From an optimization exercise on the open Yosys and OpenROAD flow, aimed at small area and a short achievable clock period; shortcuts taken in it are not production practice. Function was checked by simulation only, so behaviour that the tests miss may differ from the original. Power is estimated from default activity; no workload was simulated.

**run.sh**
```bash
#!/bin/bash
# synth_recipe.tcl (not shown) runs the flow's synth.tcl, then flattens the netlist and writes it again
# the make line also repeats each setting of config.mk as NAME=value (left out here)
make -C /OpenROAD-flow-scripts/flow DESIGN_CONFIG=/design/flow/config.mk WORK_HOME=/design/flow/orfs CLKGATE_MAP_FILE= SYNTH_SCRIPT=/design/flow/synth_recipe.tcl finish
```
**config.mk**
```make
export PLATFORM = sky130hd
export DESIGN_NAME = pipeline
export DESIGN_NICKNAME = pipeline
export VERILOG_FILES = /design/flow/design.v
export SDC_FILE = /design/flow/constraint.sdc
export NUM_CORES = 4
export LEC_CHECK = 0
export CAP_MARGIN = 20
export CORE_MARGIN = 2
export CORE_UTILIZATION = 40
export SLEW_MARGIN = 20
```
**constraint.sdc**
```tcl
create_clock -name core_clock -period 70.0 [get_ports {clk}]
set_input_delay 14.0000 -clock core_clock [delete_from_list [all_inputs] [get_ports {clk}]]
set_output_delay 14.0000 -clock core_clock [all_outputs]
set_load 0.01 [all_outputs]
```
**design.v**
```verilog
`timescale 1ns / 1ps
module pipeline(
input clk,
input rst,
input en,
output [31:0] imem_addr,
input  [31:0] imem_data,
output [31:0] dmem_addr,
output [31:0] dmem_wdata,
output dmem_we,
output dmem_re,
input  [31:0] dmem_rdata,
output wb_en,
output [4:0] wb_reg,
output [31:0] wb_data
  );
localparam OP_ADD  = 5'd0,  OP_SUB  = 5'd1,  OP_AND  = 5'd2,  OP_OR   = 5'd3,
           OP_XOR  = 5'd4,  OP_ANDM = 5'd5,  OP_ORM  = 5'd6,  OP_XORM = 5'd7,
           OP_LUI  = 5'd8,  OP_SLT  = 5'd9,  OP_SLTU = 5'd10, OP_SLL  = 5'd11,
           OP_SRL  = 5'd12, OP_SRA  = 5'd13, OP_SRLV = 5'd14, OP_SRAV = 5'd15,
           OP_ONES = 5'd16, OP_ZERO = 5'd17;
function [32:0] radd;
	input [31:0] a, b;
	input cin;
	integer k;
	reg c;
	begin
		c = cin;
		for (k = 0; k < 32; k = k + 1) begin
			radd[k] = a[k] ^ b[k] ^ c;
			c = (a[k] & b[k]) | (c & (a[k] ^ b[k]));
		end
		radd[32] = c;
	end
endfunction
function [31:0] rev32;
	input [31:0] a;
	integer k;
	begin
		for (k = 0; k < 32; k = k + 1) rev32[k] = a[31-k];
	end
endfunction
reg  [31:0] pc;
reg  [31:0] id_ir, id_pc;
reg         ex_regwrite, ex_memread, ex_memwrite, ex_branch;
reg         ex_alusrc, ex_regdst;
reg  [4:0]  ex_op;
reg         ex_sbyte, ex_shalf, ex_lbyte, ex_lhalf, ex_lsx;
reg  [31:0] ex_a, ex_b;
reg  [15:0] ex_imm;
reg  [4:0]  ex_rs, ex_rt;
reg         m_regwrite, m_memread, m_memwrite;
reg         m_lbyte, m_lhalf, m_lsx;
reg  [31:0] m_alu, m_st;
reg  [4:0]  m_dest;
reg         w_regwrite;
reg  [4:0]  w_dest;
reg  [31:0] w_data;
wire        fill8  = m_lsx & dmem_rdata[7];
wire        fill16 = m_lsx & dmem_rdata[15];
wire [31:0] ldv = {m_lbyte ? {16{fill8}} : (m_lhalf ? {16{fill16}} : dmem_rdata[31:16]),
                   m_lbyte ? {8{fill8}} : dmem_rdata[15:8],
                   dmem_rdata[7:0]};
wire [31:0] memres = m_memread ? ldv : m_alu;
wire [31:0] rfq [0:31];
genvar gi;
generate
	for (gi = 0; gi < 32; gi = gi + 1) begin : RF
		reg [31:0] q;
		wire [31:0] init = (gi == 3)  ? 32'h00000014 :
		                   (gi == 16) ? 32'h06040010 :
		                   (gi == 20) ? 32'hc1800614 :
		                   (gi == 25) ? 32'h00000018 : gi;
		always @(posedge clk)
			if (rst | (en & m_regwrite & (m_dest == gi)))
				q <= rst ? init : memres;
		assign rfq[gi] = q;
	end
endgenerate
wire [5:0] op = id_ir[31:26];
wire [5:0] fn = id_ir[5:0];
wire [4:0] rs = id_ir[25:21];
wire [4:0] rt = id_ir[20:16];
wire rtype   = (op == 6'd0) & (fn != 6'd0);
wire isLoad  = (op == 6'd35) | (op == 6'd39) | (op == 6'd32) | (op == 6'd36) | (op == 6'd33) | (op == 6'd37);
wire isStore = (op == 6'd43) | (op == 6'd40) | (op == 6'd41);
wire isBr    = (op == 6'd4) | (op == 6'd5);
wire isJ     = (op == 6'd2) | (op == 6'd3);
wire immc    = ~rtype & ~isLoad & ~isStore & ~isBr & ~isJ;
wire loadUse = ex_memread & ((ex_rt == rs) | (ex_rt == rt));
wire [5:0] code = rtype ? fn : op;
reg  [4:0] tabop;
always @(*) begin
	case (code)
		6'h00: tabop = OP_SLL;
		6'h02: tabop = OP_SRL;
		6'h03: tabop = OP_SRA;
		6'h06: tabop = OP_SRLV;
		6'h07: tabop = OP_SRAV;
		6'h21, 6'h08, 6'h09: tabop = OP_ADD;
		6'h23: tabop = OP_SUB;
		6'h24: tabop = OP_AND;
		6'h25: tabop = OP_OR;
		6'h26: tabop = OP_XOR;
		6'h2a, 6'h0a: tabop = OP_SLT;
		6'h0b: tabop = OP_SLTU;
		6'h0c: tabop = OP_ANDM;
		6'h0d: tabop = OP_ORM;
		6'h0e: tabop = OP_XORM;
		6'h0f: tabop = OP_LUI;
		default: tabop = OP_ONES;
	endcase
end
wire [4:0] idop = loadUse ? OP_ADD : ((rtype | immc) ? tabop : (isBr ? OP_ZERO : OP_ADD));
wire [31:0] rsv = rfq[rs];
wire [31:0] rtv = rfq[rt];
wire fwdAD = ex_branch & (ex_rs != 5'd0) & (ex_rs == m_dest);
wire fwdBD = ex_branch & (ex_rt != 5'd0) & (ex_rt == m_dest);
wire [31:0] cmpA = fwdAD ? m_alu : rsv;
wire [31:0] cmpB = fwdBD ? m_alu : rtv;
wire eq = (cmpA == cmpB);
wire pcsrc = ~loadUse & isBr & (op[0] ? ~eq : eq);
wire [31:0] sext_id = {{16{id_ir[15]}}, id_ir[15:0]};
wire [31:0] btarget = radd(id_pc, sext_id, 1'b0);
wire [5:0]  jhi = id_pc[31:26] + {5'd0, &id_pc[25:0]};
wire [31:0] jtarget = {jhi, id_ir[25:0]};
wire [31:0] pcinc = radd(pc, 32'd0, 1'b1);
wire [31:0] pcnext = isJ ? jtarget : (pcsrc ? btarget : pcinc);
always @(posedge clk) begin
	if (rst) begin
		pc <= 32'd0;
		id_ir <= 32'd0;
	end else if (en & ~loadUse) begin
		pc <= pcnext;
		id_ir <= pcsrc ? 32'd0 : imem_data;
	end
end
always @(posedge clk)
	if (en & ~loadUse) id_pc <= pc;
always @(posedge clk) begin
	if (rst) begin
		ex_regwrite <= 1'b0;
		ex_memread <= 1'b0;
		ex_memwrite <= 1'b0;
		ex_branch <= 1'b0;
	end else if (en) begin
		ex_regwrite <= ~loadUse & (rtype | isLoad | immc);
		ex_memread <= ~loadUse & isLoad;
		ex_memwrite <= ~loadUse & isStore;
		ex_branch <= ~loadUse & isBr;
	end
end
always @(posedge clk) begin
	if (en) begin
		ex_alusrc <= ~loadUse & (isLoad | isStore | immc);
		ex_regdst <= ~loadUse & (rtype | (op == 6'd3));
		ex_op <= idop;
		ex_sbyte <= (op == 6'd40);
		ex_shalf <= (op == 6'd41);
		ex_lbyte <= (op == 6'd32) | (op == 6'd36);
		ex_lhalf <= (op == 6'd33) | (op == 6'd37);
		ex_lsx <= (op == 6'd32) | (op == 6'd33);
		ex_a <= rsv;
		ex_b <= rtv;
		ex_imm <= id_ir[15:0];
		ex_rs <= rs;
		ex_rt <= rt;
	end
end
wire [4:0] ex_rd = ex_imm[15:11];
wire [4:0] ex_sa = ex_imm[10:6];
wire [4:0] ex_dest = ex_regdst ? ex_rd : ex_rt;
wire mfw = m_regwrite & (m_dest != 5'd0);
wire wfw = w_regwrite & (w_dest != 5'd0);
wire mhitA = (m_dest == ex_rs);
wire mhitB = (m_dest == ex_rt);
wire [31:0] fa = (mfw & mhitA) ? m_alu : ((wfw & ~mhitA & (w_dest == ex_rs)) ? w_data : ex_a);
wire [31:0] fb = (mfw & mhitB) ? m_alu : ((wfw & ~mhitB & (w_dest == ex_rt)) ? w_data : ex_b);
wire [31:0] aluA = fa;
wire [31:0] aluB = ex_alusrc ? {{16{ex_imm[15]}}, ex_imm} : fb;
wire sub = (ex_op == OP_SUB) | (ex_op == OP_SLT) | (ex_op == OP_SLTU);
wire [32:0] addr_ = radd(aluA, sub ? ~aluB : aluB, sub);
wire [31:0] sum = addr_[31:0];
wire ltu = ~addr_[32];
wire lts = (aluA[31] ^ aluB[31]) ? aluA[31] : sum[31];
wire mask = (ex_op == OP_ANDM) | (ex_op == OP_ORM) | (ex_op == OP_XORM);
wire [31:0] bm = {aluB[31:16] & {16{~mask}}, aluB[15:0]};
wire shl   = (ex_op == OP_SLL);
wire var_  = (ex_op == OP_SRLV) | (ex_op == OP_SRAV);
wire arith = (ex_op == OP_SRA) | (ex_op == OP_SRAV);
wire [4:0]  amt = var_ ? aluA[4:0] : ex_sa;
wire        fill = arith & aluB[31];
wire [31:0] sin = shl ? rev32(aluB) : aluB;
wire [32:0] shx = $signed({fill, sin}) >>> amt;
wire        big = var_ & (|aluA[31:5]);
wire [31:0] shr = big ? {32{fill}} : shx[31:0];
reg [31:0] alu;
always @(*) begin
	case (ex_op)
		OP_ADD, OP_SUB: alu = sum;
		OP_AND, OP_ANDM: alu = aluA & bm;
		OP_OR, OP_ORM: alu = aluA | bm;
		OP_XOR, OP_XORM: alu = aluA ^ bm;
		OP_LUI: alu = {aluB[15:0], 16'd0};
		OP_SLT: alu = {31'd0, lts};
		OP_SLTU: alu = {31'd0, ltu};
		OP_SLL: alu = rev32(shx[31:0]);
		OP_SRL, OP_SRA, OP_SRLV, OP_SRAV: alu = shr;
		OP_ZERO: alu = 32'd0;
		default: alu = 32'hffffffff;
	endcase
end
wire [31:0] stv = ex_sbyte ? {{24{ex_b[7]}}, ex_b[7:0]} :
                  (ex_shalf ? {{16{ex_b[15]}}, ex_b[15:0]} : ex_b);
always @(posedge clk) begin
	if (rst) begin
		m_regwrite <= 1'b0;
		m_memread <= 1'b0;
		m_memwrite <= 1'b0;
	end else if (en) begin
		m_regwrite <= ex_regwrite;
		m_memread <= ex_memread;
		m_memwrite <= ex_memwrite;
	end
end
always @(posedge clk) begin
	if (en) begin
		m_lbyte <= ex_lbyte;
		m_lhalf <= ex_lhalf;
		m_lsx <= ex_lsx;
		m_alu <= alu;
		m_st <= stv;
		m_dest <= ex_dest;
	end
end
always @(posedge clk) begin
	if (rst)
		w_regwrite <= 1'b0;
	else if (en)
		w_regwrite <= m_regwrite;
end
always @(posedge clk) begin
	if (en) begin
		w_dest <= m_dest;
		w_data <= memres;
	end
end
assign imem_addr = pc;
assign dmem_addr = m_alu;
assign dmem_wdata = m_st;
assign dmem_we = m_memwrite & en;
assign dmem_re = m_memread & en;
assign wb_en = w_regwrite & en;
assign wb_reg = w_dest;
assign wb_data = w_data;
endmodule
```
==> results of run 1 <==
## through the flow
| step | hold slack (ps) | worst slack (ps) | std cells | utilization, % |
|---|---|---|---|---|
| floorplan | 400.3 | 41270 | 6168 | - |
| global placement | 406.4 | 40860 | 8502 | 43.07 |
| detailed placement | 406.2 | 40890 | 8502 | 43.08 |
| CTS | 422.4 | 40890 | 8778 | 46.00 |
| global route | 444.7 | 40860 | 8789 | 46.06 |
| finish | 424.5 | 40880 | 8814 | 46.10 |
## area by class of cell
cell class | count | area (um2) | area share (%)
timing repair buffer | 478 | 4104 | 5.001
tap | 2355 | 2947 | 3.590
sequential | 1339 | 39530 | 48.16
clock inverter | 97 | 1252 | 1.526
multi-input combinational | 4199 | 29720 | 36.21
antenna | 32 | 80.08 | 0.09757
inverter | 135 | 506.7 | 0.6175
clock buffer | 179 | 3935 | 4.795
## cells in the final DEF, fill, tap and decap left out, types with 55 or more instances in the layout
cell type,instances
nor2b_1,55
edfxtp_1,1267
nor2_1,270
ha_1,101
nand2b_1,74
o21ai_0,228
nor3_1,132
xnor2_1,62
inv_1,132
buf_4,274
mux2i_1,223
a2111oi_0,72
nand2_1,323
fa_1,61
nand4_1,182
and3_1,261
a21oi_1,252
dfxtp_1,61
a22oi_1,367
a22o_1,86
clkbuf_16,152
nand3_1,373
clkdlybuf4s50_1,200
a221oi_1,72
## kinds of logic after synthesis
group	after synthesis	synth area share, %
AND/OR/NAND/NOR	2047	15.54
AO/OA/AOI/OAI	1618	16.34
flip-flops	1339	55.27
buffers and inverters	630	4.100
multiplexers	282	4.163
adder cells (fa/ha/maj)	163	3.492
XOR/XNOR	89	1.091
## routing by layer
layer / vias to the layer above / part of all wire [%]
met5: - / 0.15
met4: 30 / 10
met3: 2229 / 17
met2: 7289 / 39
met1: 32430 / 33
li1: 24600 / -
## path summary, 6_finish.rpt
check / slack [ps] / start / end
hold / removal: 420 / ex_lsx$_DFFE_PP_ / m_lsx$_DFFE_PP_
hold reg to reg: 420 / ex_lsx$_DFFE_PP_ / m_lsx$_DFFE_PP_
setup reg to reg: 51290 / m_dest[0]$_DFFE_PP_ / m_alu[31]$_DFFE_PP_
setup / recovery: 40880 / en / wb_en
## power by group
group	switching, uW	internal [uW]
registers	74.8	986
clock network	368	485
logic	334	135
==> metrics.md, run 1 <==
| Metric | Value |
|---|---|
| Worst reg2reg path depth | 46 |
| Routed length per instance | 44.89 um |
| CTS root buf | clkbuf_16 |
| Max-cap viol count | 0 |
| Met2 layer usage reported by global route | between 50% and 60% |
| GRT Overall Usage | 42.02% |
| Period utilization | 41.61% |
| Top Ports | roughly 200 |
| Synth warnings | 1 |
| Leakage power | 0.02955 uW |
| CTS Buf Count | 150 |
| Peak supply drop | approximately 0.00002 V |
| Initial antenna violation count | 43 |
| H-tree depth | 4 |
| Clock Sinks | between 1,000 and 1,500 |
| Worst-path clk slew | 60 ps |
| Placed cell areas | 76,700 um2 |
| Final count of pins violating max slew | 0 |
| Routed vias | 66,570 |
| Post-synth EDFFs | 1,267 |
| Die height | 426.6 um |
| Worst skew pair latency | 880 ps |
| Post-CTS resize count | 0 |
| Delay-heaviest family, CP | buffers and inverters |
| Hold_buf cts | 0 |
| Layout cells sized above 1 | 13.58% |
| Status | complete, no violations |
| Synth Instances | 6,168 |
| CTS Buffer Depth | 3 |
| Synth top area share | 53.26% |
| RSZ-0062 raised after global routing | no |
| Worst path buffer plus inverter count | 2 |
| Synth async-reset ratio | 0% |
| Synth cell count leaders | 1,267 x edfxtp_1, 374 x nand3_1, 367 x a22oi_1 |
| Number of flip-flops in the largest register | 1,024 |
| #FFs+latches synth | 1,339 |
| Dpl hpwl | 247,100 um |
| # fillers | 16,140 |
| Die width | 426.6 um |
| Hold/Removal Path Class | reg -> reg |
| Setup Crit Path Kind | in -> out |
| Met1 usage | 49.78% |
| Vias/cell | 7.553 |
| Total wire length | ~400,000 um |
| Port bufs | 202 |
| Min Tclk post-route | 29,120 ps |
| Crit path DAT | 15,120 ps |
| Starting Density | 40.13% |
| Post-CTS Setup Inserts | 0 |
| Pre-Repair DR Iteration Count | 14 |
| Fin area | ~82,000 um2 |
| Maximum clock frequency | 0.03434 GHz |
| Rel. slew slack | ~4.3% |
| Levels on crit path | 3 |
| Residual DRC | 0 |
| First-pass GRT wire length | 521,200 um |
| Kind of end point of the critical path | output pin |
| CP Launch Type | input pin |
| Data required time of the worst path | 56,000 ps |
| Vias in the first global route | approximately 60,000 |
| Post-synthesis sequential area ratio | 55.27% |
| Routability cong. | 1.060 |
| CP max FO | 43 |
| GR peak layer | met2 |
| P&R area growth vs syn | 14.88% |
| Top-count cell post-synth | edfxtp_1 |
| Core area | 178,000 um2 |
| # nets final | 6,532 |
| Hold depth | 0 |
| Die area | 182,000 um2 |
| Critical-path top delay cell | clkdlybuf4s50_1 |
| CP max stage delay | 530 ps |
| Synth top area cells | edfxtp_1 53%, a22oi_1 3.9%, mux2i_1 3.2% |
| Top reg by flops | RF.q |
| Hold Fails Final Rpt | 0 |
| Synth unique cells | 118 |
| CTS tree | yes |
| Syn avg cell area | 11.58 um2 |
| First DRT Iteration DRCs | approximately 14,000 |
| Setup TNS | 0 ps |
| Total power | 2383 uW |
| Most used DFF post-synth | edfxtp_1 |
| Mapped Nets | 6,397 |
| Crit path cell chain | buf_8 -> and2_1 -> clkdlybuf4s50_1 |
| Pin count of the biggest net entering global routing | 93 |
| Total gr overflow | 0 |
| Area leader, netlist | edfxtp_1 |
| M3 GR Usage | a little over a fifth |
| # setup viols final | 0 |
| Clock skew | 76.34 ps |
| Pin slew with the least headroom to its limit | 1435 ps |
| Detail Route Antenna Nets | 0 |
| Synthesized area | 71,440 um2 |
| PwrDens | 29.04 nW/um2 |
| Core Rows | 155 |
==> inputs of run 2 (changes only) <==
--- a/design.v
+++ b/design.v
@@ -112,8 +112,15 @@
 	endcase
 end
 wire [4:0] idop = loadUse ? OP_ADD : ((rtype | immc) ? tabop : (isBr ? OP_ZERO : OP_ADD));
-wire [31:0] rsv = rfq[rs];
-wire [31:0] rtv = rfq[rt];
+wire [1023:0] rfflat;
+generate
+	for (gi = 0; gi < 32; gi = gi + 1) begin : RFF
+		assign rfflat[gi*32 +: 32] = rfq[gi];
+	end
+endgenerate
+wire [31:0] rsv, rtv;
+rf_rdport rdA (.q(rfflat), .ra(rs), .d(rsv));
+rf_rdport rdB (.q(rfflat), .ra(rt), .d(rtv));
 wire fwdAD = ex_branch & (ex_rs != 5'd0) & (ex_rs == m_dest);
 wire fwdBD = ex_branch & (ex_rt != 5'd0) & (ex_rt == m_dest);
 wire [31:0] cmpA = fwdAD ? m_alu : rsv;
@@ -174,42 +181,33 @@
 wire wfw = w_regwrite & (w_dest != 5'd0);
 wire mhitA = (m_dest == ex_rs);
 wire mhitB = (m_dest == ex_rt);
-wire [31:0] fa = (mfw & mhitA) ? m_alu : ((wfw & ~mhitA & (w_dest == ex_rs)) ? w_data : ex_a);
-wire [31:0] fb = (mfw & mhitB) ? m_alu : ((wfw & ~mhitB & (w_dest == ex_rt)) ? w_data : ex_b);
-wire [31:0] aluA = fa;
-wire [31:0] aluB = ex_alusrc ? {{16{ex_imm[15]}}, ex_imm} : fb;
-wire sub = (ex_op == OP_SUB) | (ex_op == OP_SLT) | (ex_op == OP_SLTU);
-wire [32:0] addr_ = radd(aluA, sub ? ~aluB : aluB, sub);
-wire [31:0] sum = addr_[31:0];
-wire ltu = ~addr_[32];
-wire lts = (aluA[31] ^ aluB[31]) ? aluA[31] : sum[31];
-wire mask = (ex_op == OP_ANDM) | (ex_op == OP_ORM) | (ex_op == OP_XORM);
-wire [31:0] bm = {aluB[31:16] & {16{~mask}}, aluB[15:0]};
-wire shl   = (ex_op == OP_SLL);
-wire var_  = (ex_op == OP_SRLV) | (ex_op == OP_SRAV);
-wire arith = (ex_op == OP_SRA) | (ex_op == OP_SRAV);
-wire [4:0]  amt = var_ ? aluA[4:0] : ex_sa;
-wire        fill = arith & aluB[31];
-wire [31:0] sin = shl ? rev32(aluB) : aluB;
-wire [32:0] shx = $signed({fill, sin}) >>> amt;
-wire        big = var_ & (|aluA[31:5]);
-wire [31:0] shr = big ? {32{fill}} : shx[31:0];
-reg [31:0] alu;
-always @(*) begin
-	case (ex_op)
-		OP_ADD, OP_SUB: alu = sum;
-		OP_AND, OP_ANDM: alu = aluA & bm;
-		OP_OR, OP_ORM: alu = aluA | bm;
-		OP_XOR, OP_XORM: alu = aluA ^ bm;
-		OP_LUI: alu = {aluB[15:0], 16'd0};
-		OP_SLT: alu = {31'd0, lts};
-		OP_SLTU: alu = {31'd0, ltu};
-		OP_SLL: alu = rev32(shx[31:0]);
-		OP_SRL, OP_SRA, OP_SRLV, OP_SRAV: alu = shr;
-		OP_ZERO: alu = 32'd0;
-		default: alu = 32'hffffffff;
-	endcase
-end
+wire selAm = mfw & mhitA;
+wire selAw = wfw & ~mhitA & (w_dest == ex_rs);
+wire selAr = ~selAm & ~selAw;
+wire fBm = mfw & mhitB;
+wire fBw = wfw & ~mhitB & (w_dest == ex_rt);
+wire selBm = ~ex_alusrc & fBm;
+wire selBw = ~ex_alusrc & fBw;
+wire selBr = ~ex_alusrc & ~fBm & ~fBw;
+wire shl = (ex_op == OP_SLL);
+wire selBi = ex_alusrc & ~shl;
+wire kBlo = shl & ex_imm[15];
+wire kBhi = selBi & ex_imm[15];
+wire [31:0] aluA, aluB;
+generate
+	for (gi = 0; gi < 32; gi = gi + 1) begin : OPM
+		ex_opa ma(.sm(selAm), .m(m_alu[gi]), .sw(selAw), .w(w_data[gi]), .sr(selAr), .r(ex_a[gi]), .y(aluA[gi]));
+		if (gi < 16) begin : L
+			ex_opb mb(.sm(selBm), .m(m_alu[gi]), .sw(selBw), .w(w_data[gi]), .sr(selBr), .r(ex_b[gi]),
+			          .si(selBi), .i(ex_imm[gi]), .k(kBlo), .y(aluB[gi]));
+		end else begin : H
+			ex_opb mb(.sm(selBm), .m(m_alu[gi]), .sw(selBw), .w(w_data[gi]), .sr(selBr), .r(ex_b[gi]),
+			          .si(shl), .i(ex_imm[31-gi]), .k(kBhi), .y(aluB[gi]));
+		end
+	end
+endgenerate
+wire [31:0] alu;
+alu_core ALU(.a(aluA), .b(aluB), .op(ex_op), .sa(ex_sa), .y(alu));
 wire [31:0] stv = ex_sbyte ? {{24{ex_b[7]}}, ex_b[7:0]} :
                   (ex_shalf ? {{16{ex_b[15]}}, ex_b[15:0]} : ex_b);
 always @(posedge clk) begin
@@ -254,3 +252,118 @@
 assign wb_reg = w_dest;
 assign wb_data = w_data;
 endmodule
+module alu_dec(input [4:0] op, output sub, output mask, output s_sum, output s_g, output s_x,
+               output s_lui, output s_slt, output s_sltu, output s_shr_n, output s_shl_n, output s_ones,
+               output var_, output arith);
+localparam OP_ADD  = 5'd0,  OP_SUB  = 5'd1,  OP_AND  = 5'd2,  OP_OR   = 5'd3,
+           OP_XOR  = 5'd4,  OP_ANDM = 5'd5,  OP_ORM  = 5'd6,  OP_XORM = 5'd7,
+           OP_LUI  = 5'd8,  OP_SLT  = 5'd9,  OP_SLTU = 5'd10, OP_SLL  = 5'd11,
+           OP_SRL  = 5'd12, OP_SRA  = 5'd13, OP_SRLV = 5'd14, OP_SRAV = 5'd15,
+           OP_ONES = 5'd16, OP_ZERO = 5'd17;
+assign sub = (op == OP_SUB) | (op == OP_SLT) | (op == OP_SLTU);
+assign mask = (op == OP_ANDM) | (op == OP_ORM) | (op == OP_XORM);
+assign s_sum = (op == OP_ADD) | (op == OP_SUB);
+assign s_g = (op == OP_AND) | (op == OP_ANDM) | (op == OP_OR) | (op == OP_ORM);
+assign s_x = (op == OP_XOR) | (op == OP_XORM) | (op == OP_OR) | (op == OP_ORM);
+assign s_lui = (op == OP_LUI);
+assign s_slt = (op == OP_SLT);
+assign s_sltu = (op == OP_SLTU);
+assign s_shr_n = ~((op == OP_SRL) | (op == OP_SRA) | (op == OP_SRLV) | (op == OP_SRAV));
+assign s_shl_n = ~(op == OP_SLL);
+assign s_ones = (op == OP_ONES);
+assign var_ = (op == OP_SRLV) | (op == OP_SRAV);
+assign arith = (op == OP_SRA) | (op == OP_SRAV);
+endmodule
+module alu_ha(input a, input b, output x, output g);
+assign x = a ^ b;
+assign g = a & b;
+endmodule
+module alu_carry(input g, input x, input c, output co);
+assign co = g | (x & c);
+endmodule
+module alu_xor(input a, input b, output y);
+assign y = a ^ b;
+endmodule
+module alu_mux2i(input a, input b, input s, output y);
+assign y = ~(s ? b : a);
+endmodule
+module alu_out(input s_sum, input sum, input s_g, input g, input s_x, input x,
+               input s_shr_n, input shr_n, input s_shl_n, input shl_n, input k, output y);
+assign y = (s_sum & sum) | (s_g & g) | (s_x & x) | (~s_shr_n & ~shr_n) | (~s_shl_n & ~shl_n) | k;
+endmodule
+module alu_outh(input s_sum, input sum, input s_g, input g, input s_x, input x,
+               input s_shr_n, input shr_n, input s_shl_n, input shl_n, input s_lui, input lui, input k, output y);
+assign y = (s_sum & sum) | (s_g & g) | (s_x & x) | (~s_shr_n & ~shr_n) | (~s_shl_n & ~shl_n) | (s_lui & lui) | k;
+endmodule
+module alu_core(input [31:0] a, input [31:0] b, input [4:0] op, input [4:0] sa, output [31:0] y);
+wire sub, mask, s_sum, s_g, s_x, s_lui, s_slt, s_sltu, s_shr_n, s_shl_n, s_ones, var_, arith;
+alu_dec dec(.op(op), .sub(sub), .mask(mask), .s_sum(s_sum), .s_g(s_g), .s_x(s_x), .s_lui(s_lui),
+            .s_slt(s_slt), .s_sltu(s_sltu), .s_shr_n(s_shr_n), .s_shl_n(s_shl_n), .s_ones(s_ones), .var_(var_), .arith(arith));
+wire [31:0] b2 = {b[31:16] & {16{~mask}}, b[15:0]} ^ {32{sub}};
+wire [31:0] x, g, sum;
+wire [32:0] c;
+assign c[0] = sub;
+genvar i, k;
+generate for (i = 0; i < 32; i = i + 1) begin : S
+	alu_ha h(.a(a[i]), .b(b2[i]), .x(x[i]), .g(g[i]));
+	alu_carry cy(.g(g[i]), .x(x[i]), .c(c[i]), .co(c[i+1]));
+	alu_xor sx(.a(x[i]), .b(c[i]), .y(sum[i]));
+end endgenerate
+wire ltu = ~c[32];
+wire lts = (a[31] ^ b[31]) ? a[31] : sum[31];
+wire fill = arith & b[31];
+wire [4:0] amt = var_ ? a[4:0] : sa;
+wire [31:0] st [0:5];
+assign st[0] = b;
+generate for (k = 0; k < 5; k = k + 1) begin : SH
+	wire f = (k % 2 == 0) ? fill : ~fill;
+	for (i = 0; i < 32; i = i + 1) begin : M
+		wire src = (i + (1 << k) < 32) ? st[k][i + (1 << k)] : f;
+		alu_mux2i m(.a(st[k][i]), .b(src), .s(amt[k]), .y(st[k+1][i]));
+	end
+end endgenerate
+wire [31:0] shx_n = st[5];
+wire big = var_ & (|a[31:5]);
+wire kk0 = s_ones | (~s_shr_n & big & fill);
+wire s_shr_n2 = s_shr_n | big;
+generate for (i = 0; i < 32; i = i + 1) begin : O
+	wire kk = (i == 0) ? (kk0 | (s_slt & lts) | (s_sltu & ltu)) : kk0;
+	if (i < 16) begin : L
+		alu_out o(.s_sum(s_sum), .sum(sum[i]), .s_g(s_g), .g(g[i]), .s_x(s_x), .x(x[i]),
+		          .s_shr_n(s_shr_n2), .shr_n(shx_n[i]), .s_shl_n(s_shl_n), .shl_n(shx_n[31-i]), .k(kk), .y(y[i]));
+	end else begin : H
+		alu_outh o(.s_sum(s_sum), .sum(sum[i]), .s_g(s_g), .g(g[i]), .s_x(s_x), .x(x[i]),
+		          .s_shr_n(s_shr_n2), .shr_n(shx_n[i]), .s_shl_n(s_shl_n), .shl_n(shx_n[31-i]), .s_lui(s_lui), .lui(b[i-16]), .k(kk), .y(y[i]));
+	end
+end endgenerate
+endmodule
+module rf_rdport(input [1023:0] q, input [4:0] ra, output [31:0] d);
+wire [31:0] sel;
+genvar k, b;
+generate
+	for (k = 0; k < 32; k = k + 1) begin : DEC
+		assign sel[k] = (ra == k);
+	end
+	for (b = 0; b < 32; b = b + 1) begin : BIT
+		wire [10:0] t;
+		for (k = 0; k < 10; k = k + 1) begin : G
+			rf_aoi222 g(.a1(sel[3*k]), .a2(q[(3*k)*32+b]), .b1(sel[3*k+1]), .b2(q[(3*k+1)*32+b]),
+			            .c1(sel[3*k+2]), .c2(q[(3*k+2)*32+b]), .y(t[k]));
+		end
+		rf_aoi22 g10(.a1(sel[30]), .a2(q[30*32+b]), .b1(sel[31]), .b2(q[31*32+b]), .y(t[10]));
+		assign d[b] = ~&t;
+	end
+endgenerate
+endmodule
+module rf_aoi222(input a1, input a2, input b1, input b2, input c1, input c2, output y);
+assign y = ~((a1 & a2) | (b1 & b2) | (c1 & c2));
+endmodule
+module rf_aoi22(input a1, input a2, input b1, input b2, output y);
+assign y = ~((a1 & a2) | (b1 & b2));
+endmodule
+module ex_opa(input sm, input m, input sw, input w, input sr, input r, output y);
+assign y = (sm & m) | (sw & w) | (sr & r);
+endmodule
+module ex_opb(input sm, input m, input sw, input w, input sr, input r, input si, input i, input k, output y);
+assign y = (sm & m) | (sw & w) | (sr & r) | (si & i) | k;
+endmodule
--- a/config.mk
+++ b/config.mk
@@ -7,5 +7,6 @@
 export LEC_CHECK = 0
 export CAP_MARGIN = 20
 export CORE_MARGIN = 2
-export CORE_UTILIZATION = 40
+export CORE_UTILIZATION = 55
 export SLEW_MARGIN = 20
+export SYNTH_HIERARCHICAL = 1
==> run 2 against run 1 <==
  * Critical path depth stayed put
  * Power is 11% lower
  * Sequential power hardly changed
  * Largest cell class unchanged
==> metrics.md, run 2 <==
| Metric | Value |
|---|---|
| Status | complete, no violations (unchanged) |
| Top-count cell post-synth | edfxtp_1 (unchanged) |
| Min Tclk post-route | 29,370 ps (was 29,120 ps) |
| # setup viols final | 0 (unchanged) |
| Die area | 113,900 um2 (was 182,000 um2) |
| Crit path DAT | 15,370 ps (was 15,120 ps) |
| Number of flip-flops in the largest register | 1,024 (unchanged) |
| Top Ports | 203 (unchanged) |
| Area leader, netlist | edfxtp_1 (unchanged) |
| Routed length per instance | 36.52 um (was 44.89 um) |
| Detail Route Antenna Nets | 0 (unchanged) |
| First DRT Iteration DRCs | 9,200 (was 14,500) |
| Switching Share | 27.89% (was 32.61%) |
| Combinational Power Share | 15.1% (was 19.7%) |
| Crit path cell chain | buf_8 -> and2_1 -> clkdlybuf4s50_1 (unchanged) |
| Final Non-Filler Cells | 6,115 (was 8,814) |
| Total gr overflow | 0 (unchanged) |
| Synth top area share | 62.22% (was 53.26%) |
| Max-cap viol count | 0 (unchanged) |
| CP max stage delay | 570 ps (was 530 ps) |
| Routability cong. | 0.9844 (was 1.060) |
| H-tree depth | 4 (unchanged) |
| Data required time of the worst path | 56,000 ps (about the same) |
| Synth top area cells | edfxtp_1 62%, a222oi_1 12%, mux2i_1 3.3% (was edfxtp_1 53%, a22oi_1 3.9%, mux2i_1 3.2%) |
| Port bufs | 202 (unchanged) |
| Maximum clock frequency | 0.03404 GHz (was 0.03434 GHz) |
| Delay-heaviest family, CP | buffers and inverters (unchanged) |
| Final hold slack | 433.1 ps (was 424.5 ps) |
| # nets final | 4,676 (was 6,532) |
| Synth async-reset ratio | 0% (unchanged) |
| CP max FO | 106 (was 43) |
| P&R area growth vs syn | 15.67% (was 14.88%) |
| #FFs+latches synth | 1,339 (unchanged) |
| Synth warnings | 8 (was 1) |
| Worst skew pair latency | 770 ps (was 880 ps) |
| Mapped Nets | 4,300 (was 6,397) |
| CTS Buffer Depth | 3 (unchanged) |
| Post-CTS Setup Inserts | 0 (unchanged) |
| P_sw | 591.5 uW (was 777.3 uW) |
| Most used DFF post-synth | edfxtp_1 (unchanged) |
| First-pass GRT wire length | 312,600 um (was 521,200 um) |
| Synthesized area | 61,150 um2 (was 71,440 um2) |
| Pin slew with the least headroom to its limit | 1173 ps (was 1435 ps) |
| Post-synthesis sequential area ratio | 64.58% (was 55.27%) |
| Synth cell count leaders | 1,267 x edfxtp_1, 720 x a222oi_1, 202 x mux2i_1 (was 1,267 x edfxtp_1, 374 x nand3_1, 367 x a22oi_1) |
| Post-CTS resize count | 0 (unchanged) |
| Setup Crit Path Kind | in -> out (unchanged) |
| Clock Sinks | 1,339 (unchanged) |
| Clock power share | 35.0% (was 35.8%) |
| Leakage power | 0.02499 uW (was 0.02955 uW) |
| Placed Cells | 5,853 (was 8,502) |
| Syn avg cell area | 14.79 um2 (was 11.58 um2) |
| Period utilization | 41.96% (was 41.61%) |
| Most common cell after layout, fill and taps aside | edfxtp_1 (unchanged) |
| Synth Instances | 4,134 (was 6,168) |
| Total wire length | 223,300 um (was 395,700 um) |
| PwrDens | 29.99 nW/um2 (was 29.04 nW/um2) |
| PnR worst setup slack | 40,630 ps (was 40,880 ps) |
| Hold/Removal Path Class | reg -> reg (unchanged) |
| Clock skew | 23.94 ps (was 76.34 ps) |
| Layout cells sized above 1 | 12.78% (was 13.58%) |
| Dpl hpwl | 144,600 um (was 247,100 um) |
| P_int | 1529 uW (was 1606 uW) |
| Starting Density | 55.33% (was 40.13%) |
| Top reg by flops | RF.q (unchanged) |
| GRT Overall Usage | 38.51% (was 42.02%) |
| Register share of total power | 49.8% (was 44.5%) |
| Peak supply drop | 0.00002324 V (was 0.00002019 V) |
| Synth unique cells | 64 (was 118) |
| CTS root buf | clkbuf_16 (unchanged) |
| Hold Fails Final Rpt | 0 (unchanged) |
| CTS Buf Count | 142 (was 150) |
| Final count of pins violating max slew | 0 (unchanged) |
| CTS tree | yes (unchanged) |
| Kind of end point of the critical path | output pin (unchanged) |
| # fillers | 8,373 (was 16,140) |
| Worst path buffer plus inverter count | 2 (unchanged) |
| Core Rows | 122 (was 155) |
| Initial antenna violation count | 5 (was 43) |
| Routed vias | 46,490 (was 66,570) |
| Die width | 337.4 um (was 426.6 um) |
| Vias in the first global route | 44,020 (was 59,720) |
| Pin count of the biggest net entering global routing | 107 (was 93) |
| Pre-CTS setup slack | 40,600 ps (was 40,890 ps) |
| Most frequent cells in the layout | 1,267 x edfxtp_1, 720 x a222oi_1, 202 x mux2i_1, 200 x clkdlybuf4s50_1, 167 x nand4_1 (was 1,267 x edfxtp_1, 373 x nand3_1, 367 x a22oi_1, 323 x nand2_1, 274 x buf_4) |
| Critical-path top delay cell | buf_8 (was clkdlybuf4s50_1) |
| RSZ-0062 raised after global routing | no (unchanged) |
| Hold_buf cts | 0 (unchanged) |
| Pre-Repair DR Iteration Count | 14 (unchanged) |
| Setup TNS | 0 ps (unchanged) |
| Die height | 337.4 um (was 426.6 um) |
| Post-synth EDFFs | 1,267 (unchanged) |
| Residual DRC | 0 (unchanged) |
| Worst-path clk slew | 60 ps (about the same) |
| Core area | 110,500 um2 (was 178,000 um2) |
| Vias/cell | 7.603 (was 7.553) |
| CP Launch Type | input pin (unchanged) |
| Total power | 2121 uW (was 2383 uW) |
| Rel. slew slack | 19.57% (was 4.313%) |
-- run 2: cell count changes in the layout (fill, tap and decap cells not counted), sizes merged, moves of 107 or more --
cell and change:
a222oi +712, a22oi -258, and3 -253, nand3 -244, nand2 -217, nor2 -184
o21ai -182, buf -140, nor3 -108, a21oi -107
-- run 2: Yosys stat by module, one instance, submodules excluded, excerpt --
| module | flops+latches | cells | times used | area, um2 |
|---|---|---|---|---|
| alu_xor | 0 | 1 | 32 | 8.758 |
| rf_aoi222 | 0 | 1 | 640 | 10.01 |
| alu_mux2i | 0 | 1 | 160 | 10.01 |
| ex_opa | 0 | 2 | 32 | 13.76 |
| rf_rdport | 0 | 175 | 2 | 982.2 |
| alu_carry | 0 | 1 | 32 | 7.507 |
| alu_core | 0 | 81 | 1 | 619.3 |
| alu_ha | 0 | 1 | 32 | 12.51 |
| alu_out | 0 | 4 | 16 | 26.28 |
-- run 2: kinds of logic after synthesis --
| family | count (synthesis) | synth area share (%) |
|---|---|---|
| and+or+nand+nor | 946 | 8.600 |
| xor gates and xnor gates | 133 | 1.905 |
| buffers and inverters | 173 | 1.211 |
| adders and majority gates | 99 | 2.394 |
| AOI/OAI and AO/OA | 1228 | 17.75 |
| DFF | 1339 | 64.58 |
| muxes | 216 | 3.564 |
-- run 2: layout make-up --
class / count / area (um2) / area share, %
well taps: 1488 / 1862 / 2.632
clock buffers: 176 / 3765 / 5.323
inverters: 68 / 255.2 / 0.3609
multi-input cells: 2622 / 21530 / 30.44
flip-flops and latches: 1339 / 39490 / 55.83
clock inverters: 83 / 773.2 / 1.093
repair buffers: 337 / 3049 / 4.311
diodes: 2 / 5.005 / 0.007076
-- run 2: routing by layer --
| metal | routed length [um] | up-vias | GRT usage, % | part of all wire (%) |
|---|---|---|---|---|
| li1 | - | 19180 | - | - |
| met1 | 82120 | 23100 | 53.10 | 37 |
| met2 | 99880 | 3653 | 58.58 | 45 |
| met3 | 28270 | 563 | 7.095 | 13 |
| met4 | 13030 | 2 | 20.15 | 5.8 |
| met5 | 13 | - | 0.08511 | 0.0058 |
-- run 2: final timing paths --
check | from | slack [ps] | depth (start not counted) | end
hold / removal | ex_lhalf$_DFFE_PP_ | 430 | 0 | m_lhalf$_DFFE_PP_
setup reg to reg | id_ir[0]$_SDFFE_PP0P_ | 56760 | 36 | pc[31]$_SDFFE_PP0P_
hold reg to reg | ex_lhalf$_DFFE_PP_ | 430 | 0 | m_lhalf$_DFFE_PP_
setup / recovery | en | 40630 | 3 | wb_en
-- run 2: through the flow --
step / utilization, % / instance area, um2
global placement: 59.75 / 66040
global route: 64.00 / 70730
detailed placement: 59.77 / 66050
CTS: 63.87 / 70590
finish: 64.00 / 70730
floorplan: - / 61150
-- run 2: worst reg2reg max path, delay by kind of cell (launching register included) --
family	cells	cell delay, ps
adders and majority gates	31	11910
DFF	1	420
and+or+nand+nor	1	300
AOI/OAI and AO/OA	1	250
xor gates and xnor gates	1	140
buffers and inverters	2	130
-- run 2: power by group through the flow --
stage / Clock, uW / Sequential (uW) / Combinational (uW)
4_1_cts: 748 / 1050 / 312
2_1_floorplan: 0 / 1050 / 180
3_3_place_gp: 0 / 1070 / 306
5_1_grt: 780 / 1060 / 338
6_report: 743 / 1060 / 321
3_5_place_dp: 0 / 1070 / 310
==> inputs of run 3 (changes only) <==
--- a/design.v
+++ b/design.v
@@ -45,7 +45,7 @@
 reg         ex_regwrite, ex_memread, ex_memwrite, ex_branch;
 reg         ex_alusrc, ex_regdst;
 reg  [4:0]  ex_op;
-reg         ex_sbyte, ex_shalf, ex_lbyte, ex_lhalf, ex_lsx;
+reg         ex_lbyte, ex_lhalf, ex_lsx;
 reg  [31:0] ex_a, ex_b;
 reg  [15:0] ex_imm;
 reg  [4:0]  ex_rs, ex_rt;
@@ -56,6 +56,7 @@
 reg         w_regwrite;
 reg  [4:0]  w_dest;
 reg  [31:0] w_data;
+wire ce = en | rst;
 wire        fill8  = m_lsx & dmem_rdata[7];
 wire        fill16 = m_lsx & dmem_rdata[15];
 wire [31:0] ldv = {m_lbyte ? {16{fill8}} : (m_lhalf ? {16{fill16}} : dmem_rdata[31:16]),
@@ -121,6 +122,9 @@
 wire [31:0] rsv, rtv;
 rf_rdport rdA (.q(rfflat), .ra(rs), .d(rsv));
 rf_rdport rdB (.q(rfflat), .ra(rt), .d(rtv));
+wire stb = ~loadUse & (op == 6'd40);
+wire sth = ~loadUse & (op == 6'd41);
+wire [31:0] stv = stb ? {{24{rtv[7]}}, rtv[7:0]} : (sth ? {{16{rtv[15]}}, rtv[15:0]} : rtv);
 wire fwdAD = ex_branch & (ex_rs != 5'd0) & (ex_rs == m_dest);
 wire fwdBD = ex_branch & (ex_rt != 5'd0) & (ex_rt == m_dest);
 wire [31:0] cmpA = fwdAD ? m_alu : rsv;
@@ -133,24 +137,25 @@
 wire [31:0] jtarget = {jhi, id_ir[25:0]};
 wire [31:0] pcinc = radd(pc, 32'd0, 1'b1);
 wire [31:0] pcnext = isJ ? jtarget : (pcsrc ? btarget : pcinc);
+wire fce = rst | (en & ~loadUse);
 always @(posedge clk) begin
 	if (rst) begin
 		pc <= 32'd0;
 		id_ir <= 32'd0;
-	end else if (en & ~loadUse) begin
+	end else if (fce) begin
 		pc <= pcnext;
 		id_ir <= pcsrc ? 32'd0 : imem_data;
 	end
 end
 always @(posedge clk)
-	if (en & ~loadUse) id_pc <= pc;
+	if (fce) id_pc <= pc;
 always @(posedge clk) begin
 	if (rst) begin
 		ex_regwrite <= 1'b0;
 		ex_memread <= 1'b0;
 		ex_memwrite <= 1'b0;
 		ex_branch <= 1'b0;
-	end else if (en) begin
+	end else if (ce) begin
 		ex_regwrite <= ~loadUse & (rtype | isLoad | immc);
 		ex_memread <= ~loadUse & isLoad;
 		ex_memwrite <= ~loadUse & isStore;
@@ -158,17 +163,15 @@
 	end
 end
 always @(posedge clk) begin
-	if (en) begin
+	if (ce) begin
 		ex_alusrc <= ~loadUse & (isLoad | isStore | immc);
 		ex_regdst <= ~loadUse & (rtype | (op == 6'd3));
 		ex_op <= idop;
-		ex_sbyte <= (op == 6'd40);
-		ex_shalf <= (op == 6'd41);
 		ex_lbyte <= (op == 6'd32) | (op == 6'd36);
 		ex_lhalf <= (op == 6'd33) | (op == 6'd37);
 		ex_lsx <= (op == 6'd32) | (op == 6'd33);
 		ex_a <= rsv;
-		ex_b <= rtv;
+		ex_b <= stv;
 		ex_imm <= id_ir[15:0];
 		ex_rs <= rs;
 		ex_rt <= rt;
@@ -208,37 +211,35 @@
 endgenerate
 wire [31:0] alu;
 alu_core ALU(.a(aluA), .b(aluB), .op(ex_op), .sa(ex_sa), .y(alu));
-wire [31:0] stv = ex_sbyte ? {{24{ex_b[7]}}, ex_b[7:0]} :
-                  (ex_shalf ? {{16{ex_b[15]}}, ex_b[15:0]} : ex_b);
 always @(posedge clk) begin
 	if (rst) begin
 		m_regwrite <= 1'b0;
 		m_memread <= 1'b0;
 		m_memwrite <= 1'b0;
-	end else if (en) begin
+	end else if (ce) begin
 		m_regwrite <= ex_regwrite;
 		m_memread <= ex_memread;
 		m_memwrite <= ex_memwrite;
 	end
 end
 always @(posedge clk) begin
-	if (en) begin
+	if (ce) begin
 		m_lbyte <= ex_lbyte;
 		m_lhalf <= ex_lhalf;
 		m_lsx <= ex_lsx;
 		m_alu <= alu;
-		m_st <= stv;
+		m_st <= ex_b;
 		m_dest <= ex_dest;
 	end
 end
 always @(posedge clk) begin
 	if (rst)
 		w_regwrite <= 1'b0;
-	else if (en)
+	else if (ce)
 		w_regwrite <= m_regwrite;
 end
 always @(posedge clk) begin
-	if (en) begin
+	if (ce) begin
 		w_dest <= m_dest;
 		w_data <= memres;
 	end
--- a/config.mk
+++ b/config.mk
@@ -8,5 +8,7 @@
 export CAP_MARGIN = 20
 export CORE_MARGIN = 2
 export CORE_UTILIZATION = 55
+export CTS_CLUSTER_DIAMETER = 100
+export CTS_CLUSTER_SIZE = 20
 export SLEW_MARGIN = 20
 export SYNTH_HIERARCHICAL = 1
==> run 3 against run 2 <==
  * Still clean on timing, DRC and antenna
  * Clock-buffer cell count fell by 81
  * Combinational power rose by 58%
  * Via count rose by 0.67%
  * Non-clock buffer count rose by 17
  * Clock skew rose by 20 ps
  * Critical endpoint is now dmem_we
  * Highest routed layer is now met4
==> metrics.md, run 3 <==
| Metric | Value |
|---|---|
| Status | complete, no violations (unchanged) |
| CTS Buffer Depth | 3 (unchanged) |
| Worst hold endpoint | m_lhalf$_DFFE_PP_ (unchanged) |
| Number of flip-flops in the largest register | 1,024 (unchanged) |
| Die width | 338.7 um (was 337.4 um) |
| Hold/Removal Path Class | reg -> reg (unchanged) |
| Post-CTS resize count | 0 (unchanged) |
| RSZ-0062 raised after global routing | no (unchanged) |
| Switching Share | 31.85% (was 27.89%) |
| Syn avg cell area | 14.78 um2 (was 14.79 um2) |
| Die height | 338.7 um (was 337.4 um) |
| Die area | 114,700 um2 (was 113,900 um2) |
| Min Tclk post-route | 29,600 ps (was 29,370 ps) |
| Worst skew pair latency | 710 ps (was 770 ps) |
| Worst reg2reg path depth | 37 (was 36) |
| CTS Buf Count | 77 (was 142) |
| Most common cell after layout, fill and taps aside | edfxtp_1 (unchanged) |
| P&R area growth vs syn | 11.72% (was 15.67%) |
| Clock Sinks | 1,337 (was 1,339) |
| Core Rows | 122 (unchanged) |
| R2R Path End | pc[31]$_SDFFE_PP0P_ (unchanged) |
| Top Ports | 203 (unchanged) |
| Setup TNS | 0 ps (unchanged) |
| Rel. slew slack | 20.04% (was 19.57%) |
| Setup Crit Path Kind | in -> out (unchanged) |
| Routability cong. | 0.9840 (was 0.9844) |
| # fillers | 8,547 (was 8,373) |
| CTS tree | yes (unchanged) |
| Pin slew with the least headroom to its limit | 1166 ps (was 1173 ps) |
| P_sw | 692.2 uW (was 591.5 uW) |
| Synth async-reset ratio | 0% (unchanged) |
| R2R Path Start | id_ir[0]$_SDFFE_PP0P_ (unchanged) |
| CP max FO | 13 (was 106) |
| # setup viols final | 0 (unchanged) |
| Most used DFF post-synth | edfxtp_1 (unchanged) |
| Pre-Repair DR Iteration Count | 14 (unchanged) |
| Post-synthesis sequential area ratio | 63.99% (was 64.58%) |
| Synthesized area | 61,610 um2 (was 61,150 um2) |
| Routed vias | 46,800 (was 46,490) |
| Synth warnings | 8 (unchanged) |
| Peak supply drop | 0.00002497 V (was 0.00002324 V) |
| Final count of pins violating max slew | 0 (unchanged) |
| Total wire length | 224,800 um (was 223,300 um) |
| #FFs+latches synth | 1,337 (was 1,339) |
| Core area | 110,800 um2 (was 110,500 um2) |
| Top reg by flops | RF.q (unchanged) |
| Placed cell areas | 66,570 um2 (was 66,050 um2) |
| Data required time of the worst path | 56,000 ps (about the same) |
| Total gr overflow | 0 (unchanged) |
| Combinational Power Share | 23.4% (was 15.1%) |
| Vias in the first global route | 43,760 (was 44,020) |
| Starting Density | 55.60% (was 55.33%) |
| CTS root buf | clkbuf_16 (unchanged) |
| Hold Fails Final Rpt | 0 (unchanged) |
| Fin area | 68,830 um2 (was 70,730 um2) |
| Clock power share | 21.6% (was 35.0%) |
| Initial antenna violation count | 4 (was 5) |
| Kind of end point of the critical path | output pin (unchanged) |
| Port bufs | 202 (unchanged) |
| CP Launch Type | input pin (unchanged) |
| Clock skew | 43.93 ps (was 23.94 ps) |
| Synth top area share | 61.65% (was 62.22%) |
| H-tree depth | 3 (was 4) |
| Synth unique cells | 74 (was 64) |
| Leakage power | 0.02383 uW (was 0.02499 uW) |
| Most frequent cells in the layout | 1,265 x edfxtp_1, 720 x a222oi_1, 201 x clkdlybuf4s50_1, 172 x mux2i_1, 152 x buf_4 (was 1,267 x edfxtp_1, 720 x a222oi_1, 202 x mux2i_1, 200 x clkdlybuf4s50_1, 167 x nand4_1) |
| Residual DRC | 0 (unchanged) |
| Worst hold path startpoint | ex_lhalf$_DFFE_PP_ (unchanged) |
| Synth cell count leaders | 1,265 x edfxtp_1, 720 x a222oi_1, 172 x mux2i_1 (was 1,267 x edfxtp_1, 720 x a222oi_1, 202 x mux2i_1) |
| Layout cells sized above 1 | 10.99% (was 12.78%) |
| PwrDens | 31.57 nW/um2 (was 29.99 nW/um2) |
| First DRT Iteration DRCs | 10,610 (was 9,200) |
| Hold depth | 0 (unchanged) |
| Pin count of the biggest net entering global routing | 77 (was 107) |
| Detail Route Antenna Nets | 0 (unchanged) |
| Crit path DAT | 15,600 ps (was 15,370 ps) |
| Worst-path clk slew | 90 ps (was 60 ps) |
| Post-CTS Setup Inserts | 0 (unchanged) |
| Area leader, netlist | edfxtp_1 (unchanged) |
| Max-cap viol count | 0 (unchanged) |
| Top-count cell post-synth | edfxtp_1 (unchanged) |
| Setup slack, reg-to-reg | 56,850 ps (was 56,760 ps) |
| Synth top area cells | edfxtp_1 62%, a222oi_1 12%, mux2i_1 2.8% (was edfxtp_1 62%, a222oi_1 12%, mux2i_1 3.3%) |
| Routed length per instance | 37.55 um (was 36.52 um) |
| First-pass GRT wire length | 316,100 um (was 312,600 um) |
| Synth Instances | 4,169 (was 4,134) |
| # nets final | 4,641 (was 4,676) |
| Dpl hpwl | 148,500 um (was 144,600 um) |
| P_int | 1481 uW (was 1529 uW) |
| Mapped Nets | 4,335 (was 4,300) |
| Period utilization | 42.29% (was 41.96%) |
| Vias/cell | 7.819 (was 7.603) |
| GRT Overall Usage | 38.01% (was 38.51%) |
| Maximum clock frequency | 0.03378 GHz (was 0.03404 GHz) |
| Hold_buf cts | 0 (unchanged) |
| Register share of total power | 55.0% (was 49.8%) |
| Post-synth EDFFs | 1,265 (was 1,267) |
==> run 3: cell count changes in the layout (fill, tap and decap cells not counted), moves of 23 or more <==
cell,previous run,this run
a21oi_1,164,140
a311oi_1,7,32
a32o_1,1,32
clkbuf_16,145,82
clkinv_1,28,1
clkinv_2,23,0
mux2i_1,202,172
nand3b_1,9,39
nand4_1,167,143
o211ai_1,2,39
o21ai_0,36,69
o21ai_1,29,1
==> run 3: cells by family (layout without fill, tap and decap cells) <==
family / after synthesis / count (layout) / share of synthesized area (%)
buffers and inverters: 213 / 541 / 1.519
other: 0 / 1 / 0
multiplexers: 182 / 182 / 2.977
adder cells (fa/ha/maj): 99 / 99 / 2.376
AO/OA/AOI/OAI: 1327 / 1327 / 19.28
AND/OR/NAND/NOR: 877 / 877 / 7.952
flip-flops: 1337 / 1337 / 63.99
XOR/XNOR: 134 / 134 / 1.905
==> run 3: power by group through the flow <==
stage / Clock, uW / Combinational [uW] / Sequential (uW)
global route: 499 / 536 / 1210
finish: 470 / 508 / 1190
floorplan: 0 / 281 / 1170
global placement: 0 / 487 / 1200
CTS: 472 / 496 / 1190
detailed placement: 0 / 493 / 1210
==> run 3: per-module statistics from Yosys (local to each module, per instance), a selection <==
module	cells	cell area, um2	flip-flops and latches
alu_carry	1	7.507	0
alu_dec	27	180.2	0
alu_ha	1	12.51	0
alu_mux2i	1	10.01	0
alu_xor	1	8.758	0
ex_opa	2	13.76	0
ex_opb	3	18.77	0
rf_aoi22	1	12.51	0
rf_aoi222	1	10.01	0
rf_rdport	175	982.2	0
==> run 3: cell type report <==
type                            count  area [um2]  area share, %
Inverter                           86       322.8         0.4690
Clock buffer                       95        2101          3.052
Clock inverter                      6       63.81        0.09271
Timing Repair Buffer              354        3164          4.597
Antenna cell                        1       2.502       0.003636
Multi-Input combinational cell   2619       21890          31.80
Sequential cell                  1337       39430          57.28
Tap cell                         1488        1862          2.705
==> run 3: metal layers <==
layer  vias up  track usage, %  share of wire (%)
met2      3698           57.42                 44
met5         -               0                  0
li1      19160               -                  -
met3       480           6.303                 13
met1     23470           54.38                 37
met4         0           17.24                5.4
==> run 3: critical path, cell delays in order <==
cell and delay (ps):
clkdlybuf4s50_1 850, and2_1 220, clkdlybuf4s50_1 530
==> run 3: per-stage QoR <==
| step | utilization [%] | hold slack (ps) | total power [uW] | cells | setup WS, ps |
|---|---|---|---|---|---|
| after floorplan | - | 400.3 | 1450 | 4169 | 41480 |
| after global placement | 60.05 | 402.6 | 1689 | 5884 | 40400 |
| after detailed placement | 60.07 | 408.0 | 1703 | 5884 | 40380 |
| after CTS | 62.02 | 419.0 | 2159 | 5985 | 40380 |
| after global routing | 62.11 | 436.5 | 2241 | 5986 | 40320 |
| final | 62.11 | 416.2 | 2173 | 5986 | 40400 |
==> run 3: how the worst max path moves through the flow <==
stage	from	endpoint	slack (ps)	cells after the start
2_1_floorplan	en	dmem_re	41480	2
3_3_place_gp	en	dmem_re	40400	3
3_5_place_dp	en	dmem_we	40380	3
4_1_cts	en	dmem_we	40380	3
5_1_grt	en	wb_en	40320	3
6_report	en	dmem_we	40400	3
==> inputs of run 4 (changes only) <==
==> flow/run.sh (new file) <==
#!/bin/bash
# The standard layout (standard.sh), with plain buf_2 cells as the port
# buffers instead of the delay cells buffer_ports picks by default. Every
# ORFS step writes its full log under orfs/logs/; make's output is in make.log.
set -euo pipefail
export BUFFER_PORTS_ARGS="-buffer_cell sky130_fd_sc_hd__buf_2"
bash standard.sh > make.log 2>&1
==> standard.sh (new file) <==
#!/bin/bash
# synth_recipe.tcl (not shown) runs the flow's synth.tcl, then flattens the netlist and writes it again
# the make line also repeats each setting of config.mk as NAME=value (left out here)
make -C /OpenROAD-flow-scripts/flow DESIGN_CONFIG=/design/flow/config.mk WORK_HOME=/design/flow/orfs CLKGATE_MAP_FILE= SYNTH_SCRIPT=/design/flow/synth_recipe.tcl "${@:-finish}"
--- a/config.mk
+++ b/config.mk
@@ -5,10 +5,10 @@
 export SDC_FILE = /design/flow/constraint.sdc
 export NUM_CORES = 4
 export LEC_CHECK = 0
-export CAP_MARGIN = 20
+export CAP_MARGIN = 10
 export CORE_MARGIN = 2
 export CORE_UTILIZATION = 55
 export CTS_CLUSTER_DIAMETER = 100
 export CTS_CLUSTER_SIZE = 20
-export SLEW_MARGIN = 20
+export SLEW_MARGIN = 10
 export SYNTH_HIERARCHICAL = 1
removed: run.sh
==> run 4 against run 3 <==
  * Still clean on timing, DRC and antenna
  * Sequential share of layout area increased by 0.87 points
  * Clock power is 1% higher
  * Synthesized cell count stayed put
  * Final cell count about the same
  * Synthesized area did not move
  * First-iteration DRC count down 5.0%
  * Combinational power shrank 4.9%
  * Routed wire length about the same
  * Power shrank 0.97%
  * Cell area decreased by 1.5%
  * Critical path type unchanged
  * Largest cell class unchanged
  * Largest power group unchanged
==> metrics.md, run 4 <==
| Metric | Value |
|---|---|
| Status | complete, no violations (unchanged) |
| Synth top area share | 61.65% (unchanged) |
| Core Rows | 122 (unchanged) |
| Final Non-Filler Cells | 5,989 (was 5,986) |
| GRT Overall Usage | 37.96% (was 38.01%) |
| Area of the multi-input gates | 21,830 um2 (was 21,890 um2) |
| Synth top area cells | edfxtp_1 62%, a222oi_1 12%, mux2i_1 2.8% (unchanged) |
| Maximum clock frequency | 0.03501 GHz (was 0.03378 GHz) |
| Setup TNS | 0 ps (unchanged) |
| Vias in the first global route | 44,130 (was 43,760) |
| GR peak layer | met2 (unchanged) |
| Post-synth EDFFs | 1,265 (unchanged) |
| Synth async-reset ratio | 0% (unchanged) |
| Placed Cells | 5,884 (unchanged) |
| First-pass GRT wire length | 315,600 um (was 316,100 um) |
| First DRT Iteration DRCs | 10,080 (was 10,610) |
| Clock Sinks | 1,337 (unchanged) |
| Synth cell count leaders | 1,265 x edfxtp_1, 720 x a222oi_1, 172 x mux2i_1 (unchanged) |
| M3 GR Usage | 7.172% (was 6.303%) |
| Starting Density | 55.60% (unchanged) |
| Most frequent cells in the layout | 1,265 x edfxtp_1, 720 x a222oi_1, 201 x buf_2, 172 x mux2i_1, 152 x buf_4 (was 1,265 x edfxtp_1, 720 x a222oi_1, 201 x clkdlybuf4s50_1, 172 x mux2i_1, 152 x buf_4) |
| Clock skew | 43.87 ps (was 43.93 ps) |
| RSZ-0062 raised after global routing | no (unchanged) |
| R2R Path Start | id_ir[0]$_SDFFE_PP0P_ (unchanged) |
| Rel. slew slack | 12.19% (was 20.04%) |
| CTS tree | yes (unchanged) |
| Crit path cell chain | buf_2 -> and2_1 -> buf_2 (was clkdlybuf4s50_1 -> and2_1 -> clkdlybuf4s50_1) |
| Fin area | 67,810 um2 (was 68,830 um2) |
| Vias/cell | 7.791 (was 7.819) |
| Min Tclk post-route | 28,570 ps (was 29,600 ps) |
| CP max stage delay | 260 ps (was 850 ps) |
| Dpl hpwl | 146,400 um (was 148,500 um) |
| Routed length per instance | 37.50 um (was 37.55 um) |
| Period utilization | 40.81% (was 42.29%) |
| CP most frequent cell | buf_2 (was clkdlybuf4s50_1) |
| Placed cell areas | 65,590 um2 (was 66,570 um2) |
| Routed vias | 46,660 (was 46,800) |
| Worst path buffer plus inverter count | 2 (unchanged) |
| Pin slew with the least headroom to its limit | 1317 ps (was 1166 ps) |
| Post-CTS resize count | 0 (unchanged) |
| Delay-heaviest family, CP | buffers and inverters (unchanged) |
| Top reg by flops | RF.q (unchanged) |
| Crit path DAT | 14,570 ps (was 15,600 ps) |
| Setup Crit Path Kind | in -> out (unchanged) |
| Max-cap viol count | 0 (unchanged) |
| Most common cell after layout, fill and taps aside | edfxtp_1 (unchanged) |
| Die height | 338.7 um (unchanged) |
| Worst hold path startpoint | ex_lbyte$_DFFE_PP_ (was ex_lhalf$_DFFE_PP_) |
| Die area | 114,700 um2 (unchanged) |
| Pre-Repair DR Iteration Count | 13 (was 14) |
| Total gr overflow | 0 (unchanged) |
| Kind of end point of the critical path | output pin (unchanged) |
| Die width | 338.7 um (unchanged) |
| Critical-path top delay cell | buf_2 (was clkdlybuf4s50_1) |
| Data required time of the worst path | 56,000 ps (about the same) |
| CTS Buffer Depth | 3 (unchanged) |
| Hold Fails Final Rpt | 0 (unchanged) |
| Met1 usage | 53.35% (was 54.38%) |
| Layout cells sized above 1 | 15.54% (was 10.99%) |
| H-tree depth | 3 (unchanged) |
| Worst-path clk slew | 90 ps (about the same) |
| Initial antenna violation count | 7 (was 4) |
| Port bufs | 202 (unchanged) |
| CP Launch Point | en (unchanged) |
| Synth unique cells | 74 (unchanged) |
| # fillers | 8,731 (was 8,547) |
| Total wire length | 224,600 um (was 224,800 um) |
| # nets final | 4,642 (was 4,641) |
| Routability cong. | 0.9930 (was 0.9840) |
| CP Launch Type | input pin (unchanged) |
| Synthesized area | 61,610 um2 (unchanged) |
| Top-count cell post-synth | edfxtp_1 (unchanged) |
| Core area | 110,800 um2 (unchanged) |
| Area leader, netlist | edfxtp_1 (unchanged) |
| Most used DFF post-synth | edfxtp_1 (unchanged) |
| Pre-CTS setup slack | 41,430 ps (was 40,380 ps) |
| P&R area growth vs syn | 10.05% (was 11.72%) |
| CTS Buf Count | 78 (was 77) |
| Post-CTS Setup Inserts | 0 (unchanged) |
| # setup viols final | 0 (unchanged) |
| FF+latch area | 39,430 um2 (unchanged) |
| Residual DRC | 0 (unchanged) |
| Detail Route Antenna Nets | 0 (unchanged) |
| Synth warnings | 8 (unchanged) |
| Number of flip-flops in the largest register | 1,024 (unchanged) |
| PwrDens | 31.74 nW/um2 (was 31.57 nW/um2) |
| Hold_buf cts | 0 (unchanged) |
| #FFs+latches synth | 1,337 (unchanged) |
| Mapped Nets | 4,335 (unchanged) |
| Top Ports | 203 (unchanged) |
| Final hold slack | 433.1 ps (was 416.2 ps) |
| Final count of pins violating max slew | 0 (unchanged) |
| CTS root buf | clkbuf_16 (unchanged) |
| Worst skew pair latency | 700 ps (was 710 ps) |
| Post-synthesis sequential area ratio | 63.99% (unchanged) |
| Hold/Removal Path Class | reg -> reg (unchanged) |
| Syn avg cell area | 14.78 um2 (unchanged) |
| Leakage power | 0.02393 uW (was 0.02383 uW) |
| PnR worst setup slack | 41,430 ps (was 40,400 ps) |
| Peak supply drop | 0.00002639 V (was 0.00002497 V) |
| Synth Instances | 4,169 (unchanged) |
| CP max FO | 13 (unchanged) |
| Pin count of the biggest net entering global routing | 75 (was 77) |
| Met2 layer usage reported by global route | 57.67% (was 57.42%) |
run 4: metal layers:
layer / up-vias / part of all wire [%]
met5: - / 0.0058
met4: 2 / 5.2
met3: 512 / 13
met2: 3564 / 45
met1: 23430 / 37
li1: 19150 / -
run 4: layout make-up:
class | count | area share (%)
sequential | 1337 | 58.15
multi-input combinational | 2619 | 32.20
timing repair buffer | 354 | 3.183
clock buffer | 90 | 2.976
tap | 1488 | 2.746
inverter | 86 | 0.4761
clock inverter | 12 | 0.2583
antenna | 3 | 0.01107
run 4: modules after synthesis, one instance, submodules excluded:
| module | cells | flops+latches | times used |
|---|---|---|---|
| rf_aoi22 | 1 | 0 | 64 |
| alu_dec | 27 | 0 | 1 |
| alu_core | 81 | 0 | 1 |
| rf_rdport | 175 | 0 | 2 |
| pipeline | 2463 | 1337 | 1 |
| alu_out | 4 | 0 | 16 |
| alu_xor | 1 | 0 | 32 |
| ex_opa | 2 | 0 | 32 |
| alu_ha | 1 | 0 | 32 |
| rf_aoi222 | 1 | 0 | 640 |
| alu_carry | 1 | 0 | 32 |
| alu_outh | 4 | 0 | 16 |
| alu_mux2i | 1 | 0 | 160 |
| ex_opb | 3 | 0 | 32 |
run 4: cell families after synthesis:
| family | count (synthesis) | synth area share (%) |
|---|---|---|
| flip-flops | 1337 | 63.99 |
| AO/OA/AOI/OAI | 1327 | 19.28 |
| AND/OR/NAND/NOR | 877 | 7.952 |
| buffers and inverters | 213 | 1.519 |
| multiplexers | 182 | 2.977 |
| XOR/XNOR | 134 | 1.905 |
| adder cells (fa/ha/maj) | 99 | 2.376 |
run 4: path summary, 6_finish.rpt:
check / endpoint / slack [ps] / depth (start not counted)
worst max-delay path: wb_en / 41430 / 3
worst max register to register: pc[31]$_SDFFE_PP0P_ / 56770 / 37
worst min register to register: m_lbyte$_DFFE_PP_ / 430 / 0
worst min-delay path: m_lbyte$_DFFE_PP_ / 430 / 0
run 4: worst register-to-register path, delay by kind of cell (launching register included):
family | cells | cell delay (ps)
AOI/OAI and AO/OA | 2 | 350
xor gates and xnor gates | 2 | 320
adders and majority gates | 31 | 11900
buffers and inverters | 2 | 130
DFF | 1 | 420
run 4: report_power, final:
part	total, uW	internal [uW]	switching (uW)
clock network	475	211	264
registers	1190	1080	114
logic	483	164	318
total	2150	1450	697
run 4: metrics by stage:
| stage | util, % | power [uW] |
|---|---|---|
| 2_1_floorplan | - | 1450 |
| 3_3_place_gp | 59.19 | 1664 |
| 3_5_place_dp | 59.19 | 1678 |
| 4_1_cts | 61.17 | 2139 |
| 5_1_grt | 61.18 | 2219 |
| 6_report | 61.18 | 2152 |

-- what the ideal ports hide --
How much do the figures lean on ideal ports? The routed layouts below were timed once more, with nothing changed but the port constraints.
Step 1 assumes that a clkbuf_16 drives the clock port and a buf_2 every other input.
Step 2 adds t to the input delays and takes it off the output delays; t is the mean of the earliest and latest rising clock arrival at the registers after step 1. Input paths then give back, and output paths get back, about the clock's delay inside the block.
a / b / c = ideal / step 1 / step 2; a / b = the first two.
run | t (ns) | slack for setup (ns) | hold slack, ns | worst register clock-pin slew, ns | worst slew at a driven data input, ns
run 1 | 0.925 | 40.875 / 40.819 / 40.819 | 0.424 / 0.424 / 0.424 | 0.07 / 0.07 | 0.14
run 2 | 0.839 | 40.626 / 40.579 / 40.579 | 0.433 / 0.433 / 0.433 | 0.07 / 0.07 | 0.06
run 3 | 0.771 | 40.396 / 40.374 / 40.374 | 0.416 / 0.416 / 0.416 | 0.09 / 0.09 | 0.05
run 4 | 0.764 | 41.434 / 41.408 / 41.408 | 0.433 / 0.433 / 0.433 | 0.09 / 0.09 | 0.05
After both steps every run listed still meets setup and hold. The setup slack of run 1, which loses most, moves by -0.056 ns with the drivers and by -0.056 ns with both steps.
